Context: an optimization exercise on an open-source flow, tuned for small area, a short achievable clock period and few clock cycles. The choices shown serve that exercise and are no tape-out recipe.
Where RTL was checked, it was by simulation tests only, not by an equivalence proof against the original.
The clock port is modelled as an ideal driver, which makes a skipped or thinned clock tree look cheaper than it is; a real chip needs a root buffer or a tree.

run A:
==> module ni_apb_bridge, before the edit <==
module ni_apb_bridge (
    input         clk,
    input         resetn,
    input  [15:0] i_flit,
    input         enable,
    output [15:0] o_flit,
    output        ready,
    output        valid_out,
    input  [31:0] prdata,
    input         pready,
    input         pslverr,
    output [13:0] paddr,
    output        psel,
    output        penable,
    output        pwrite,
    output [31:0] pwdata
);
  localparam [2:0] RX_IDLE = 3'b000, RX_B0 = 3'b001, RX_B1 = 3'b011, RX_B2 = 3'b010,
                   RX_B3 = 3'b110, RX_TL = 3'b111;
  localparam [2:0] BT_HD = 3'b000, BT_F1 = 3'b001, BT_F2 = 3'b011, BT_F3 = 3'b010,
                   BT_TL = 3'b110;
  reg [15:0] h_q, t_q, o_q;    
  reg [31:0] pw_q;             
  reg        e_q;              
  reg        rdy_q, psel_q, pen_q, vld_q;
  reg [2:0]  rx_q;
  reg        infl_q;           
  reg        pend_q;           
  reg [2:0]  bt_q;
  wire take   = rdy_q & enable;
  wire xend   = pen_q & pready;
  wire ofree  = ~vld_q | (bt_q == BT_TL);
  wire start  = (xend | pend_q) & ofree;
  wire [31:0] rd_perm = {prdata[1:0], prdata[31:18], prdata[17:2]};
  wire [31:0] wr_flit = {i_flit[2:1], i_flit[15:1], i_flit[15:1]};
  wire [31:0] pw_d    = pen_q ? rd_perm : wr_flit;
  wire ld0 = xend | (rx_q == RX_B0);
  wire ld1 = xend | (rx_q == RX_B1);
  wire ld2 = xend | (rx_q == RX_B2);
  always @(posedge clk) begin
    if (!resetn) begin
      rdy_q  <= 1'b1;
      rx_q   <= RX_IDLE;
      infl_q <= 1'b0;
      psel_q <= 1'b0;
      pen_q  <= 1'b0;
      pend_q <= 1'b0;
      vld_q  <= 1'b0;
    end else begin
      case (rx_q)
        RX_IDLE: if (take) rx_q <= RX_B0;
        RX_B0:   rx_q <= RX_B1;
        RX_B1:   rx_q <= RX_B2;
        RX_B2:   rx_q <= RX_B3;
        RX_B3:   rx_q <= RX_TL;
        default: rx_q <= RX_IDLE;
      endcase
      if (take) infl_q <= 1'b1;
      else if (start) infl_q <= 1'b0;
      rdy_q <= ~take & (rx_q == RX_IDLE || rx_q == RX_TL) & (~infl_q | start);
      if ((rx_q == RX_B0 && !i_flit[1]) || (rx_q == RX_B2 && pw_q[0])) psel_q <= 1'b1;
      else if (xend) psel_q <= 1'b0;
      pen_q  <= psel_q & ~xend;
      pend_q <= (xend | pend_q) & ~start;
      if (start) vld_q <= 1'b1;
      else if (bt_q == BT_TL) vld_q <= 1'b0;
    end
  end
  always @(posedge clk) begin
    if (rdy_q) h_q <= i_flit;
    if (rx_q == RX_TL) t_q <= i_flit;
    if (ld0) pw_q[14:0]  <= pw_d[14:0];
    if (ld1) pw_q[29:15] <= pw_d[29:15];
    if (ld2) pw_q[31:30] <= pw_d[31:30];
    if (pen_q) e_q <= pslverr;
    if (ofree) begin
      o_q  <= h_q;
      bt_q <= BT_HD;
    end else begin
      case (bt_q)
        BT_HD:   begin o_q <= {2'b00, pw_q[29:16]};      bt_q <= BT_F1; end
        BT_F1:   begin o_q <= pw_q[15:0];                bt_q <= BT_F2; end
        BT_F2:   begin o_q <= {pw_q[31:30], e_q, 13'b0}; bt_q <= BT_F3; end
        default: begin o_q <= t_q;                       bt_q <= BT_TL; end
      endcase
    end
  end
  assign ready     = rdy_q;
  assign valid_out = vld_q;
  assign o_flit    = o_q;
  assign psel      = psel_q;
  assign penable   = pen_q;
  assign paddr     = pw_q[14:1];
  assign pwrite    = pw_q[0];
  assign pwdata    = pw_q;
endmodule
Settings: LEC_CHECK=0, CAP_MARGIN=20, CORE_MARGIN=2, CORE_UTILIZATION=50, SETUP_SLACK_MARGIN=3.2, SLEW_MARGIN=20; clock period 5.0 ns.
standard.sh (not shown) runs the stock make flow with config.mk's settings and CLKGATE_MAP_FILE= SYNTH_SCRIPT=/design/flow/synth_recipe.tcl, a recipe that flattens the netlist after the stock synthesis.
==> flow/flow/run.sh <==
#!/bin/bash
# The standard layout, except:
#  - the port buffers are sky130_fd_sc_hd__buf_1 (buffer_ports otherwise
#    picks clkdlybuf4s50_1, a slow delay cell);
#  - the clock tree is four clkbuf_16 fed from the clock port, each driving
#    a quarter of the flip-flops (see mantree.tcl), in place of TritonCTS's
#    two-level H-tree.
set -euo pipefail
export BUFFER_PORTS_ARGS="-buffer_cell sky130_fd_sc_hd__buf_1"
export PRE_CTS_TCL="$PWD/flow/pre_cts.tcl"
bash standard.sh finish > standard_flow.log 2>&1
==> flow/flow/mantree.tcl <==
# Clock tree of NB clkbuf_16 buffers, each driving a slice of the flip-flops
# (sorted by x), all fed straight from the clock port.
proc manual_clock_tree { nb } {
  set block [ord::get_db_block]
  set clknet [$block findNet clk]
  set master [[ord::get_db] findMaster sky130_fd_sc_hd__clkbuf_16]
  set sinks {}
  foreach it [$clknet getITerms] {
    set inst [$it getInst]
    set bb [$inst getBBox]
    lappend sinks [list [expr {([$bb xMin] + [$bb xMax]) / 2}] [expr {([$bb yMin] + [$bb yMax]) / 2}] $it]
  }
  set sinks [lsort -integer -index 0 $sinks]
  set n [llength $sinks]
  for {set b 0} {$b < $nb} {incr b} {
    set lo [expr {$b * $n / $nb}]
    set hi [expr {($b + 1) * $n / $nb - 1}]
    set grp [lrange $sinks $lo $hi]
    set sx 0; set sy 0
    foreach s $grp { incr sx [lindex $s 0]; incr sy [lindex $s 1] }
    set cx [expr {$sx / [llength $grp]}]
    set cy [expr {$sy / [llength $grp]}]
    set inst [odb::dbInst_create $block $master clkman_$b]
    set net [odb::dbNet_create $block clkman_net_$b]
    $net setSigType CLOCK
    [$inst findITerm A] connect $clknet
    [$inst findITerm X] connect $net
    foreach s $grp {
      set it [lindex $s 2]
      $it disconnect
      $it connect $net
    }
    $inst setLocation $cx $cy
    $inst setPlacementStatus PLACED
  }
}
==> flow/flow/pre_cts.tcl <==
# Sourced by ORFS's cts.tcl before clock tree synthesis (PRE_CTS_TCL): build
# the clock tree by hand instead, as a few clkbuf_16 fed from the clock port.
source [file join [file dirname [info script]] mantree.tcl]
rename clock_tree_synthesis orfs_clock_tree_synthesis
proc clock_tree_synthesis { args } {
  manual_clock_tree 4
  set_propagated_clock [all_clocks]
}
Testbench counts of run A, summed over its fixed seeds: cycles 10,485.
What run B does differently from run A at the input level:
diff --git a/flow/design.v b/flow/design.v
--- a/flow/design.v
+++ b/flow/design.v
@@ -74,5 +74,5 @@
     if (ld2) pw_q[31:30] <= pw_d[31:30];
     if (pen_q) e_q <= pslverr;
-    if (ofree) begin
+    if (start) begin
       o_q  <= h_q;
       bt_q <= BT_HD;
Run B against run A: setup slack on the worst flop-to-flop path +0.07 ns, post-route cell area +1.4%, total via count after detailed routing -about 3.7%, core area -39 sq um.
Minimum setup slack in the final design: run B worse than run A
When run B is set beside run A, its synthesized cell count turns out to be 15 smaller.
[run B] final cell utilization of the core rose 1.2 points relative to run A
Relative to run A, sequential share of cell area has gone down in run B.
Run B reports a higher worst slew margin relative to its limit than run A does.
For run B, only the layout was checked, not whether the RTL still works. In every run of this note, the design's own scripts or RTL, not TritonCTS, make the clock network.

afterwards: timing with drivers on the ports:
Ports are ideal in the flow. The routed layouts listed here were re-timed in OpenROAD. Step 1: set_driving_cell puts a clkbuf_16 on clk and a buf_2 on each other input, an assumption about the parent block. Step 2, shift: input delay + t, output delay - t, t = (earliest + latest rising clock arrival at the registers) / 2. This alone moves slack from input paths to output paths. Three values: no drivers, after step 1, after step 2; two values: the first two.
run | t, ns | slack for setup (ns) | hold slack, ns | worst register clock-pin slew, ns | pins driven straight from the clock port
run A | 0.227 | 3.221 / 3.147 / 3.118 | 0.496 / 0.496 / 0.496 | 0.09 / 0.09 | 4
run B | 0.217 | 3.182 / 3.164 / 3.007 | 0.473 / 0.473 / 0.473 | 0.09 / 0.09 | 4
After both steps setup and hold are still met in every run listed. For run B, which loses most, drivers alone change the setup slack by -0.018 ns; drivers and shift together by -0.175 ns.
